Background: an optimization exercise with open tools, aiming at small area and a short achievable clock period. Do not read the settings as production practice. Only simulation tests tie the RTL to the original design; equivalence was not proved.

==> design/flow/design.v <==
module bmul (
    input         clk,
    input  [3:0]  idx,         
    input  [9:0]  dr,
    input  [9:0]  di,
    output [17:0] out          
);
    reg [50-1:0] ctl;
    always @(*) begin
        case (idx)
            4'd0: ctl = 50'h1;
            4'd1: ctl = 50'h10a45c02c10a4;
            4'd2: ctl = 50'h155a900d01558;
            4'd3: ctl = 50'h15ba8c48555b8;
            4'd4: ctl = 50'habae58ab8ab8;
            4'd5: ctl = 50'h8571595b8854;
            4'd6: ctl = 50'hd031b9558d00;
            4'd7: ctl = 50'h2c30350a42c0;
            4'd8: ctl = 50'h3000000002;
            4'd9: ctl = 50'h5c30350a45c0;
            4'd10: ctl = 50'h29031b955a900;
            4'd11: ctl = 50'h28c71595ba8c4;
            4'd12: ctl = 50'h2e5ae58abae58;
            4'd13: ctl = 50'h315a8c4857158;
            4'd14: ctl = 50'h31ba900d031b8;
            4'd15: ctl = 50'h30345c02c3034;
            default: ctl = 50'd0;
        endcase
    end
    wire [10:0] xr = {dr[9], dr};
    wire [10:0] xi = {di[9], di};
    function [11:0] brow;
        input [2:0]  c;      
        input [10:0] x;
        reg [10:0] m;
        begin
            m = c[0] ? x : c[1] ? {x[9:0], 1'b0} : 11'd0;
            m = m ^ {11{c[2]}};
            brow = {c[2], ~m[10], m[9:0]};
        end
    endfunction
    wire [11:0] a0 = brow(ctl[4:2],   xr), a1 = brow(ctl[7:5],   xr),
                a2 = brow(ctl[10:8],  xr), a3 = brow(ctl[13:11], xr);
    wire [11:0] b0 = brow(ctl[16:14], xi), b1 = brow(ctl[19:17], xi),
                b2 = brow(ctl[22:20], xi), b3 = brow(ctl[25:23], xi);
    wire [11:0] c0 = brow(ctl[28:26], xr), c1 = brow(ctl[31:29], xr),
                c2 = brow(ctl[34:32], xr), c3 = brow(ctl[37:35], xr);
    wire [11:0] d0 = brow(ctl[40:38], xi), d1 = brow(ctl[43:41], xi),
                d2 = brow(ctl[46:44], xi), d3 = brow(ctl[49:47], xi);
    wire wr128 = ctl[0], nwi128 = ctl[1];
    wire [15:0] ra0 = {5'b01011, a0[10:0]};
    wire [15:0] ra1 = {3'b000, a1[10:0], 2'b00};
    wire [15:0] ra2 = {1'b0, a2[10:0], 4'b0000};
    wire [15:0] ra3 = {a3[9:0], 1'b0, b2[11], 1'b0, b1[11], 1'b0, b0[11]};
    wire [15:0] rb0 = {5'b00000, b0[10:0]};
    wire [15:0] rb1 = {3'b000, b1[10:0], 2'b00};
    wire [15:0] rb2 = {1'b0, b2[10:0], 4'b0000};
    wire [15:0] rb3 = {b3[9:0], 1'b0, a2[11], 1'b0, a1[11], 1'b0, a0[11]};
    wire [15:0] er  = {(wr128 ? dr[8:0] : nwi128 ? di[8:0] : 9'd0), a3[11], 6'd0};
    wire [15:0] rc0 = {5'b01011, c0[10:0]};
    wire [15:0] rc1 = {3'b000, c1[10:0], 2'b00};
    wire [15:0] rc2 = {1'b0, c2[10:0], 4'b0000};
    wire [15:0] rc3 = {c3[9:0], 1'b0, d2[11], 1'b0, d1[11], 1'b0, d0[11]};
    wire [15:0] rd0 = {5'b00000, d0[10:0]};
    wire [15:0] rd1 = {3'b000, d1[10:0], 2'b00};
    wire [15:0] rd2 = {1'b0, d2[10:0], 4'b0000};
    wire [15:0] rd3 = {d3[9:0], 1'b0, c2[11], 1'b0, c1[11], 1'b0, c0[11]};
    wire [15:0] ei  = wr128 ? {di[8:0], 7'd0}
                            : {8'd0, c3[11] & d3[11], c3[11] ^ d3[11], 6'd0};
    function [31:0] csa;     
        input [15:0] x, y, z;
        begin
            csa = {((x & y) | (x & z) | (y & z)) << 1, x ^ y ^ z};
        end
    endfunction
    wire [31:0] r1a = csa(ra0, ra1, ra2);
    wire [31:0] r1b = csa(ra3, rb0, rb1);
    wire [31:0] r1c = csa(rb2, rb3, er);
    wire [31:0] r2a = csa(r1a[15:0], r1a[31:16], r1b[15:0]);
    wire [31:0] r2b = csa(r1b[31:16], r1c[15:0], r1c[31:16]);
    wire [31:0] r3a = csa(r2a[15:0], r2a[31:16], r2b[15:0]);
    wire [31:0] r4a = csa(r3a[15:0], r3a[31:16], r2b[31:16]);
    wire [31:0] i1a = csa(rc0, rc1, rc2);
    wire [31:0] i1b = csa(rc3, rd0, rd1);
    wire [31:0] i1c = csa(rd2, rd3, ei);
    wire [31:0] i2a = csa(i1a[15:0], i1a[31:16], i1b[15:0]);
    wire [31:0] i2b = csa(i1b[31:16], i1c[15:0], i1c[31:16]);
    wire [31:0] i3a = csa(i2a[15:0], i2a[31:16], i2b[15:0]);
    wire [31:0] i4a = csa(i3a[15:0], i3a[31:16], i2b[31:16]);
    reg [15:0] rs, rc, is_, ic;
    always @(posedge clk) begin
        rs <= r4a[15:0]; rc <= r4a[31:16];
        is_ <= i4a[15:0]; ic <= i4a[31:16];
    end
    wire [15:0] re = rs + rc;
    wire [15:0] im = is_ + ic;
    assign out = {re[15:7], im[15:7]};
endmodule
module fft (
    input clk,
    input rst_n,
    input                   valid_in,
    input wire signed [8:0] FFTInRe,
    input wire signed [8:0] FFTInIm,
    output wire signed [8:0] MDCOutUpRe,
    output wire signed [8:0] MDCOutUpIm,
    output wire signed [8:0] MDCOutDownRe,
    output wire signed [8:0] MDCOutDownIm,
    output wire signed [8:0] FFTOutRe,
    output wire signed [8:0] FFTOutIm
);
    reg  [4:0] ph;
    wire [4:0] ph_n = valid_in ? ph + 5'd1 : ph;    
    always @(posedge clk or negedge rst_n)
        if (!rst_n) ph <= 5'd31;
        else        ph <= ph_n;
    reg ins1, ins2, sel2a, sel3u, sel4u, sel5u, selr_up;
    reg [3:0] rdsel;
    localparam E1 = 2;       
    localparam J2 = 2;       
    wire [4:0] q_ins1 = ph_n + 5'd1 - E1;
    wire [4:0] q_ins2 = ph_n - 5'd24 - J2;
    wire [4:0] q_s4   = ph_n + 5'd1;
    wire [4:0] q_rd   = ph_n;
    always @(posedge clk or negedge rst_n)
        if (!rst_n) begin
            ins1 <= 1'b0; ins2 <= 1'b0; sel2a <= 1'b0; sel3u <= 1'b0;
            sel4u <= 1'b0; sel5u <= 1'b0; selr_up <= 1'b0; rdsel <= 4'd0;
        end else begin
            ins1    <= q_ins1[4];                    
            ins2    <= ~q_ins2[4];                   
            sel2a   <= ph_n[4];                      
            sel3u   <= ph_n[2];
            sel4u   <= ~q_s4[1];
            sel5u   <= ~ph_n[0];
            selr_up <= (ph_n >= 5'd1) && (ph_n <= 5'd16);
            rdsel   <= ph_n[3:0];
        end
    reg  [17:0] s1 [0:16];
    reg  [8:0]  a_re, a_im;           
    reg  [9:0]  d_re, d_im;           
    wire [8:0]  x0_re = s1[15][17:9], x0_im = s1[15][8:0];
    wire [17:0] b_new;
    integer i;
    always @(posedge clk) begin
        s1[0] <= {FFTInRe, FFTInIm};
        for (i = 1; i < 17; i = i + 1)
            s1[i] <= (ins1 && i == E1) ? b_new : s1[i-1];
        a_re <= x0_re + FFTInRe;
        a_im <= x0_im + FFTInIm;
        d_re <= {x0_re[8], x0_re} - {FFTInRe[8], FFTInRe};
        d_im <= {x0_im[8], x0_im} - {FFTInIm[8], FFTInIm};
    end
    reg [3:0] ix1;
    always @(posedge clk) ix1 <= ph_n[3:0];
    bmul mul1 (.clk(clk), .idx(ix1), .dr(d_re), .di(d_im), .out(b_new));
    reg  [17:0] s2 [0:7];
    wire [17:0] d_new;
    wire [17:0] bf2_x0 = sel2a ? s2[7] : s1[16];
    wire [17:0] bf2_x1 = sel2a ? {a_re, a_im} : s1[8];
    wire [8:0]  u2_re = bf2_x0[17:9] + bf2_x1[17:9];
    wire [8:0]  u2_im = bf2_x0[8:0]  + bf2_x1[8:0];
    reg  [9:0]  d2_re, d2_im;
    reg  [2:0]  d2_k;
    always @(posedge clk) begin
        s2[0] <= {a_re, a_im};
        for (i = 1; i < 8; i = i + 1)
            s2[i] <= (ins2 && i == J2) ? d_new : s2[i-1];
        d2_re <= {bf2_x0[17], bf2_x0[17:9]} - {bf2_x1[17], bf2_x1[17:9]};
        d2_im <= {bf2_x0[8],  bf2_x0[8:0]}  - {bf2_x1[8],  bf2_x1[8:0]};
        d2_k  <= ph[2:0];
    end
    bmul mul2 (.clk(clk), .idx({d2_k, 1'b0}), .dr(d2_re), .di(d2_im), .out(d_new));
    reg  [17:0] s3 [0:3];
    wire [17:0] bf3_x0 = sel3u ? s3[3] : s2[7];
    wire [17:0] bf3_q  = sel3u ? bf2_x0 : s2[3];
    wire [17:0] bf3_r  = sel3u ? bf2_x1 : 18'd0;
    reg  [17:0] u3;
    reg  [17:0] x3;                  
    reg         x3u;
    reg  [1:0]  d3_k;
    always @(posedge clk) begin
        s3[0] <= {u2_re, u2_im};
        for (i = 1; i < 4; i = i + 1) s3[i] <= s3[i-1];
        u3[17:9] <= bf3_x0[17:9] + bf3_q[17:9] + bf3_r[17:9];
        u3[8:0]  <= bf3_x0[8:0]  + bf3_q[8:0]  + bf3_r[8:0];
        x3  <= bf3_x0;
        x3u <= sel3u;
        d3_k <= ph[1:0];
    end
    wire [17:0] x3b = x3u ? s3[0] : s2[4];
    wire [9:0]  d3_re = {x3[17], x3[17:9]} - {x3b[17], x3b[17:9]};
    wire [9:0]  d3_im = {x3[8],  x3[8:0]}  - {x3b[8],  x3b[8:0]};
    reg  [10:0] t3_re, t3_im;
    reg         t3_mul;
    wire [10:0] e3_re = {d3_re[9], d3_re}, e3_im = {d3_im[9], d3_im};
    always @(posedge clk) begin
        t3_mul <= d3_k[0];
        case (d3_k)
            2'd0: begin t3_re <= e3_re;          t3_im <= e3_im;          end
            2'd1: begin t3_re <= e3_re + e3_im;  t3_im <= e3_im - e3_re;  end
            2'd2: begin t3_re <= e3_im;          t3_im <= -e3_re;         end
            default: begin t3_re <= e3_im - e3_re; t3_im <= -e3_re - e3_im; end
        endcase
    end
    wire signed [10:0] t3_re_s = t3_re, t3_im_s = t3_im;
    wire signed [17:0] p3_re = t3_re_s * 18'sd90;
    wire signed [17:0] p3_im = t3_im_s * 18'sd90;
    reg  [17:0] v3;
    reg  [17:0] l4 [0:1];
    always @(posedge clk) begin
        v3 <= t3_mul ? {p3_re[15:7], p3_im[15:7]} : {t3_re[8:0], t3_im[8:0]};
        l4[0] <= v3;
        l4[1] <= l4[0];
    end
    reg  [17:0] s4 [0:1];
    reg         k4;
    wire [17:0] bf4_x0 = sel4u ? s4[1] : l4[1];
    wire [17:0] bf4_x1 = sel4u ? u3 : v3;
    wire [8:0]  u4_re = bf4_x0[17:9] + bf4_x1[17:9];
    wire [8:0]  u4_im = bf4_x0[8:0]  + bf4_x1[8:0];
    wire [8:0]  v4_re = k4 ? bf4_x0[8:0] - bf4_x1[8:0]   : bf4_x0[17:9] - bf4_x1[17:9];
    wire [8:0]  v4_im = k4 ? bf4_x1[17:9] - bf4_x0[17:9] : bf4_x0[8:0]  - bf4_x1[8:0];
    always @(posedge clk or negedge rst_n)
        if (!rst_n) k4 <= 1'b0;
        else        k4 <= ~ph_n[0];
    reg  [17:0] s5;
    reg  [17:0] l5 [0:1];
    always @(posedge clk) begin
        s4[0] <= u3;
        s4[1] <= s4[0];
        s5    <= {u4_re, u4_im};
        l5[0] <= {v4_re, v4_im};
        l5[1] <= l5[0];
    end
    wire [17:0] bf5_p = sel5u ? s5 : l5[1];
    wire [17:0] bf5_q = sel5u ? bf4_x0 : l5[0];
    wire [17:0] bf5_r = sel5u ? bf4_x1 : 18'd0;
    reg  [17:0] mu, md;
    always @(posedge clk) begin
        mu[17:9] <= bf5_p[17:9] + bf5_q[17:9] + bf5_r[17:9];
        mu[8:0]  <= bf5_p[8:0]  + bf5_q[8:0]  + bf5_r[8:0];
        md[17:9] <= bf5_p[17:9] - bf5_q[17:9] - bf5_r[17:9];
        md[8:0]  <= bf5_p[8:0]  - bf5_q[8:0]  - bf5_r[8:0];
    end
    assign MDCOutUpRe   = mu[17:9];
    assign MDCOutUpIm   = mu[8:0];
    assign MDCOutDownRe = md[17:9];
    assign MDCOutDownIm = md[8:0];
    reg  [17:0] dl [0:15];
    reg  [17:0] r  [0:23];
    reg  [17:0] fo;
    always @(posedge clk) begin
        dl[0] <= md;
        for (i = 1; i < 16; i = i + 1) dl[i] <= dl[i-1];
        r[0] <= selr_up ? mu : dl[15];
        for (i = 1; i < 24; i = i + 1) r[i] <= r[i-1];
        case (rdsel)    
            4'd0:  fo <= r[14];
            4'd1:  fo <= r[7];
            4'd2:  fo <= r[12];
            4'd3:  fo <= r[5];
            4'd4:  fo <= r[16];
            4'd5:  fo <= r[9];
            4'd6:  fo <= r[14];
            4'd7:  fo <= r[7];
            4'd8:  fo <= r[21];
            4'd9:  fo <= r[14];
            4'd10: fo <= r[19];
            4'd11: fo <= r[12];
            4'd12: fo <= r[23];
            4'd13: fo <= r[16];
            4'd14: fo <= r[21];
            default: fo <= r[14];
        endcase
    end
    assign FFTOutRe = fo[17:9];
    assign FFTOutIm = fo[8:0];
endmodule
==> design/flow/run.sh <==
#!/bin/bash
# synth_recipe.tcl (not shown) runs the flow's synth.tcl, then flattens the netlist and writes it again
# the make line also repeats each setting of config.mk as NAME=value (left out here)
make -C /OpenROAD-flow-scripts/flow DESIGN_CONFIG=/design/flow/config.mk WORK_HOME=/design/flow/orfs CLKGATE_MAP_FILE= SYNTH_SCRIPT=/design/flow/synth_recipe.tcl finish
==> design/flow/config.mk <==
export PLATFORM = sky130hd
export DESIGN_NAME = fft
export DESIGN_NICKNAME = fft
export VERILOG_FILES = /design/flow/design.v
export SDC_FILE = /design/flow/constraint.sdc
export NUM_CORES = 4
export LEC_CHECK = 0
export CAP_MARGIN = 20
export CORE_MARGIN = 2
export CORE_UTILIZATION = 40
export SETUP_SLACK_MARGIN = 5
export SLEW_MARGIN = 20
==> design/flow/constraint.sdc <==
create_clock -name core_clock -period 10.0 [get_ports {clk}]
set_input_delay 2.0000 -clock core_clock [delete_from_list [all_inputs] [get_ports {clk}]]
set_output_delay 2.0000 -clock core_clock [all_outputs]
set_load 0.01 [all_outputs]
==> results.py, run 1 <==
metrics = {
    "global_route": {
        "grt_pass1_vias": 39000,
        "grt-ovfl-total": 0,
        "grt_max_degree": 85,
        "track_usage": 0.165,
        "grt_first_pass_wirelength_mm": 218,
        "antenna_found_initial": 5,
    },
    "cells_and_area": {
        "drive_gt1_frac": 0.0837,
        "mostFrequentLayoutCells": "1704 x dfxtp_1, 631 x inv_1, 411 x nand2_1",
        "nFillCells": 15100,
        "fin_area_um2": 74800,
        "final_nets": 6584,
        "syn_to_final_growth_pct": 13.3,
        "final_util": 0.455,
        "mostFrequentLayoutCell": "dfxtp_1",
        "layoutNonFillerInstCount": 8119,
    },
    "die": {
        "chipHeight_um": 410,
        "dieArea_um2": 168000,
        "fp.coreArea_um2": 164000,
        "initial_core_util": 0.402,
        "die_x_um": 410,
        "num_rows": 149,
        "ioPinCount": 75,
    },
    "placed_design": {
        "place_area_um2": 69000,
        "gp_congestion": 0.860,
        "post-place-cells": 7821,
        "hpwlAfterDp_mm": 98.7,
        "port_buffers": 74,
    },
    "logic_synthesis": {
        "ys_ff_latch": 1723,
        "synth_flop_cell": "dfxtp_1",
        "synthSimpleGateAreaFrac": 0.0568,
        "synth.mux.area_fraction": 0.0399,
        "synth_top_cell_by_area": "dfxtp_1",
        "seq_area_frac_synth": 0.523,
        "syn-num-nets": 6528,
        "yosys.cell_types.count": 75,
        "synth_top_family_by_area": "adder cells",
        "synth_top_area_frac": 0.517,
        "ys_async_sr_fraction": 0.00871,
        "synth_fa_ha_area_frac": 0.187,
        "synth_compound_area_frac": 0.0798,
        "synth-edff-count": 0,
        "ys_warn_count": 10,
        "syn_area_um2": 66100,
        "synth_area_leaders": "dfxtp_1 52%, fa_1 11%, ha_1 7.7%",
        "synthCells": 5739,
        "yosys.area_share.xor_xnor": 0.0645,
        "synth_area_per_cell_um2": 11.5,
    },
    "drt": {
        "dr.first_iter.drc_count": 2018,
        "routed-via-count": 38000,
        "route.detailed.drc": 0,
        "ant_nets": 0,
        "wl_per_cell_um": 16.9,
        "vias_per_cell": 4.67,
        "wl_mm": 137,
        "first_pass_iters": 5,
    },
    "worst_setup_path": {
        "critical_path_class": "reg -> reg",
        "end_kind": "register",
        "crit_fanout": 24,
        "r2r_cells": 11,
        "crit_chain": "buf_4 -> inv_1 -> nor2_2 -> a22oi_1 -> xnor2_1 -> fa_1 -> fa_1 -> inv_1 -> fa_1 -> inv_1 -> fa_1",
        "crit_path_start_kind": "register",
        "worst_path_max_delay_cell": "nor2_2",
        "cpPeakStageDelay_ns": 1.05,
        "reg2reg_setup_slack_ns": 5.26,
        "r2r_start": "mul2.ctl[45]",
        "crit_required_ns": 10.65,
        "crit_arrival_ns": 5.40,
        "cp_common_cell": "fa_1",
        "r2r-end": "mul2.is_[13]",
    },
    "clock_tree": {
        "clk_latency_ns": 0.83,
        "cts_buffers": 161,
        "clock_sinks": 1723,
        "cts_buffer_depth": 3,
        "cts_setup_buffers": 0,
        "htree_num_levels": 4,
        "clk_pin_slew_ns": 0.07,
        "cts_hold_buf": 0,
        "tritoncts": "done",
        "root_buffer": "clkbuf_16",
    },
    "timing": {
        "post-route-period-util": 0.474,
        "slew_violations": 0,
        "fmax_mhz": 211,
        "setup_viol": 0,
        "finalCriticalPeriod_ns": 4.74,
        "rsz0062_at_grt": "false",
        "finalHoldViolCount": 0,
        "worstMarginPinSlew_ns": 1.16,
        "slew_headroom": 0.225,
        "fin_setup_tns_ns": 0,
        "clock_skew_ns": 0.0634,
    },
    "run_status": {
        "status": "finished clean",
    },
    "min_path": {
        "hold_depth": 0,
        "hp-start": "s3[2][12]",
        "min_to": "s3[3][12]",
        "min_path_type": "reg -> reg",
    },
    "run": {
        "drv_cap": 0,
    },
}
## flip-flops by register name, indices dropped and copies added, names as in the netlist, 16 cells and up
register and count:
fo 18, x3 18, dl 288, l4 36, l5 36, s4 36, mul1.ctl 29, mu 16
md 18, v3 18, s5 18, s3 70, s1 306, r 432, s2 144, u3 18
## layer usage
| metal | vias up | GRT usage | share of wire |
|---|---|---|---|
| li1 | 18600 | - | - |
| met1 | 18500 | 0.215 | 0.45 |
| met2 | 717 | 0.280 | 0.48 |
| met3 | 210 | 0.0267 | 0.039 |
| met4 | 2 | 0.0515 | 0.025 |
| met5 | - | 0 | 0.000087 |
## what timing repair did
action | in CTS | in global routing
hold endpoints to repair | 0 | 0
setup endpoints to repair | 0 | 1
gates resized for setup | 0 | 2
## cell type report
cell class	instances	area (µm²)	area share
Sequential cell	1723	34600	0.462
Clock buffer	216	4580	0.0612
Multi-Input combinational cell	3154	28200	0.377
Tap cell	2189	2740	0.0366
Inverter	638	2390	0.0320
Timing Repair Buffer	117	1070	0.0143
Antenna cell	1	2.50	0.0000334
Clock inverter	81	1220	0.0163
## through the flow
stage | setup slack (ns) | hold WS [ns]
2_1_floorplan | 5.53 | 0.310
3_3_place_gp | 5.33 | 0.310
3_5_place_dp | 5.33 | 0.312
4_1_cts | 5.29 | 0.295
5_1_grt | 5.01 | 0.310
6_report | 5.26 | 0.303
## synthesized netlist by cell type (all sizes together) (10+ instances only)
cell type / count
ha: 406
a31oi: 16
a22o: 26
nor3: 26
nand2: 412
xnor2: 328
xor2: 157
dfxtp: 1708
a211oi: 13
and3: 19
buf: 28
o21ai: 235
mux2: 132
nand2b: 44
a21boi: 32
a41oi: 18
dfrtp: 10
a21o: 70
nor2: 176
clkbuf: 196
mux2i: 99
nand3: 24
inv: 635
a21oi: 186
a22oi: 84
nor2b: 81
nand4: 11
a221oi: 24
o21bai: 52
o31ai: 10
fa: 362
and2: 21
o21a: 12
## logic make-up after synthesis
| group | after synthesis |
|---|---|
| AOI/OAI and AO/OA | 824 |
| xor gates and xnor gates | 485 |
| adders and majority gates | 768 |
| buffers and inverters | 862 |
| DFF | 1723 |
| muxes | 238 |
| and+or+nand+nor | 839 |
## worst max-delay path by stage
stage	start	end	slack [ns]	cells after the start
after global placement	d2_re[0]	t3_im[10]	5.33	18
final	mul2.ctl[45]	mul2.is_[13]	5.26	11
after detailed placement	d2_re[0]	t3_im[10]	5.33	18
after global routing	x3u	t3_im[10]	5.01	19
after floorplan	x3u	t3_im[10]	5.53	18
after CTS	x3u	t3_im[10]	5.29	19
## critical path, delay by kind of cell, from the launching register on
kind / cells / cell delay [ns]
flops: 1 / 0.30
buf+inv: 4 / 0.87
fa+ha+maj: 4 / 1.93
compound gates: 1 / 0.19
xor+xnor: 1 / 0.23
simple gates: 1 / 1.05
==> inputs of run 2 (changes only) <==
--- a/design/flow/config.mk
+++ b/design/flow/config.mk
@@ -9,3 +9,3 @@
 export CORE_MARGIN = 2
-export CORE_UTILIZATION = 40
+export CORE_UTILIZATION = 60
 export SETUP_SLACK_MARGIN = 5
==> run 2 against run 1 <==
Net effect: still clean; clock skew is 0.0014 ns higher; routed wire length is 0.37% lower; worst hold slack worse by 0.016 ns; die area is 33% lower; cell area is 1.4% lower; register-to-register slack better by 0.02 ns; highest routed layer is now met4.
==> results.py, run 2 <==
metrics = {
    "logic_synthesis": {
        "yosys.cell_types.count": 75,
        "synth_compound_area_frac": 0.0798,
        "synth_fa_ha_area_frac": 0.187,
        "synth_area_leaders": "dfxtp_1 52%, fa_1 11%, ha_1 7.7%",
        "synth_top_family_by_area": "adder cells",
        "syn-num-nets": 6528,
        "ys_warn_count": 10,
        "synth-edff-count": 0,
        "ys_async_sr_fraction": 0.00871,
        "synthTopCellsByCount": "1708 x dfxtp_1, 631 x inv_1, 411 x nand2_1, 406 x ha_1, 362 x fa_1",
        "synth.mux.area_fraction": 0.0399,
        "yosys.area_share.xor_xnor": 0.0645,
        "synth_top_cell_by_area": "dfxtp_1",
        "synthCells": 5739,
        "synth_top_area_frac": 0.517,
        "ys_ff_latch": 1723,
        "yosysMostFrequentCell": "dfxtp_1",
        "synth_area_per_cell_um2": 11.5,
        "syn_area_um2": 66100,
        "seq_area_frac_synth": 0.523,
        "synth_flop_cell": "dfxtp_1",
        "synthSimpleGateAreaFrac": 0.0568,
    },
    "global_route": {
        "grt_first_pass_wirelength_mm": 217,
        "grt-ovfl-total": 0,
        "grt_max_degree": 77,
        "track_usage": 0.249,
        "grt_pass1_vias": 38900,
        "antenna_found_initial": 1,
    },
    "die": {
        "die_x_um": 336,
        "ioPinCount": 75,
        "dieArea_um2": 113000,
        "chipHeight_um": 336,
        "initial_core_util": 0.606,
        "fp.coreArea_um2": 109000,
        "num_rows": 121,
    },
    "drt": {
        "route.detailed.drc": 0,
        "first_pass_iters": 6,
        "routed-via-count": 38000,
        "wl_per_cell_um": 18.6,
        "vias_per_cell": 5.17,
        "wl_mm": 137,
        "ant_nets": 0,
        "dr.first_iter.drc_count": 1929,
    },
    "run_status": {
        "status": "finished clean",
    },
    "clock_tree": {
        "cts_buffer_depth": 3,
        "root_buffer": "clkbuf_16",
        "tritoncts": "done",
        "cts_hold_buf": 0,
        "cts_buffers": 162,
        "cts_setup_buffers": 0,
        "clk_latency_ns": 0.79,
        "clock_sinks": 1723,
        "htree_num_levels": 4,
        "clk_pin_slew_ns": 0.06,
        "cts_resized": 0,
    },
    "timing": {
        "slew_headroom": 0.246,
        "rsz0062_at_grt": "false",
        "fin_setup_tns_ns": 0,
        "slew_violations": 0,
        "finalCriticalPeriod_ns": 4.72,
        "setup_viol": 0,
        "finalHoldViolCount": 0,
        "clock_skew_ns": 0.0648,
        "fmax_mhz": 212,
        "post-route-period-util": 0.472,
        "worstMarginPinSlew_ns": 1.13,
    },
    "placed_design": {
        "gp_congestion": 0.858,
        "hpwlAfterDp_mm": 98.2,
        "port_buffers": 74,
    },
    "cells_and_area": {
        "syn_to_final_growth_pct": 11.6,
        "final_nets": 6583,
        "reg_top3": "r: 432 flops, s1: 306 flops, dl: 288 flops",
        "regMostFlops": "r",
        "drive_gt1_frac": 0.0821,
        "mostFrequentLayoutCells": "1705 x dfxtp_1, 631 x inv_1, 411 x nand2_1",
        "largest_register_ffs": 432,
        "mostFrequentLayoutCell": "dfxtp_1",
    },
    "min_path": {
        "min_path_type": "reg -> reg",
        "hold_depth": 0,
    },
    "worst_setup_path": {
        "startpoint": "mul2.ctl[45]",
        "critical_path_class": "reg -> reg",
        "end_kind": "register",
        "crit_fanout": 24,
        "cp-endpoint": "mul2.is_[7]",
        "r2r_cells": 11,
        "crit_required_ns": 10.60,
        "r2r_start": "mul2.ctl[45]",
        "reg2reg_setup_slack_ns": 5.28,
        "r2r-end": "mul2.is_[7]",
        "crit_path_start_kind": "register",
        "crit_arrival_ns": 5.32,
    },
    "run": {
        "drv_cap": 0,
    },
}
## run 2: worst min path at each step
stage	startpoint	endpoint	slack, ns
4_1_cts	s2[4][1]	s2[5][1]	0.29
5_1_grt	s2[6][5]	s2[7][5]	0.30
3_5_place_dp	dl[14][10]	dl[15][10]	0.31
6_report	s3[0][1]	s3[1][1]	0.29
3_3_place_gp	dl[11][2]	dl[12][2]	0.31
2_1_floorplan	dl[9][0]	dl[10][0]	0.31
## run 2: final cells by class
| type | instances | area, µm² |
|---|---|---|
| repair buffers | 115 | 1050 |
| inverters | 638 | 2390 |
| well taps | 1414 | 1770 |
| multi-input cells | 3154 | 28200 |
| clock buffers | 230 | 4670 |
| fillers | 8240 | 35200 |
| flip-flops and latches | 1723 | 34600 |
| diodes | 1 | 2.50 |
| clock inverters | 73 | 1050 |
## run 2: cell families after synthesis
kind of cell | after synthesis
compound gates | 824
xor+xnor | 485
fa+ha+maj | 768
buf+inv | 862
flops | 1723
mux | 238
simple gates | 839
## run 2: per-layer routing
layer / wire, µm / share of wire / track usage / vias to the layer above
met1: 60100 / 0.44 / 0.319 / 18400
li1: - / - / - / 18600
met4: 3660 / 0.027 / 0.0794 / 0
met5: 0 / 0 / 0 / -
met3: 5070 / 0.037 / 0.0357 / 227
met2: 67900 / 0.50 / 0.434 / 724
## run 2: critical path, stage by stage (launching register included)
cell,delay (ns)
dfxtp_1,0.30
buf_4,0.29
inv_1,0.46
nor2_2,1.02
a22oi_1,0.20
xnor2_1,0.20
fa_1,0.50
inv_1,0.05
fa_1,0.49
inv_1,0.05
fa_1,0.55
fa_1,0.41
## run 2: stage by stage
stage / setup slack [ns] / instance area (µm²) / hold WS, ns / instances / utilization
finish: 5.28 / 73800 / 0.287 / 7348 / 0.677
global route: 5.06 / 73800 / 0.302 / 7347 / 0.677
CTS: 5.35 / 73800 / 0.288 / 7347 / 0.677
detailed placement: 5.36 / 68000 / 0.312 / 7044 / 0.624
global placement: 5.43 / 68000 / 0.310 / 7044 / 0.624
floorplan: 5.53 / 66100 / 0.310 / 5739 / -

[afterwards: timing with drivers on the ports]
Ports are ideal in the flow. The routed layouts listed here were re-timed in OpenROAD.
Step 1, drivers: a clkbuf_16 drives clk and a buf_2 each remaining input, both assumed.
Step 2 also shifts input and output timing later by t, the mid clock arrival at the registers, as if the neighbouring blocks saw the same clock.
Slacks: ideal ports / drivers / drivers and shift; pairs: ideal ports / drivers.
run | t (ns) | slack for setup (ns) | hold WS [ns] | slew at the worst register clock pin (ns) | worst slew at a driven data input, ns
run 1 | 0.873 | 5.257 / 5.257 / 5.255 | 0.303 / 0.303 / 0.303 | 0.07 / 0.07 | 0.09
run 2 | 0.828 | 5.280 / 5.280 / 5.280 | 0.287 / 0.287 / 0.287 | 0.07 / 0.07 | 0.08
After both steps setup and hold are still met in every run listed. The setup slack of run 1, which loses most, moves by 0.000 ns with the drivers and by -0.002 ns with both steps.
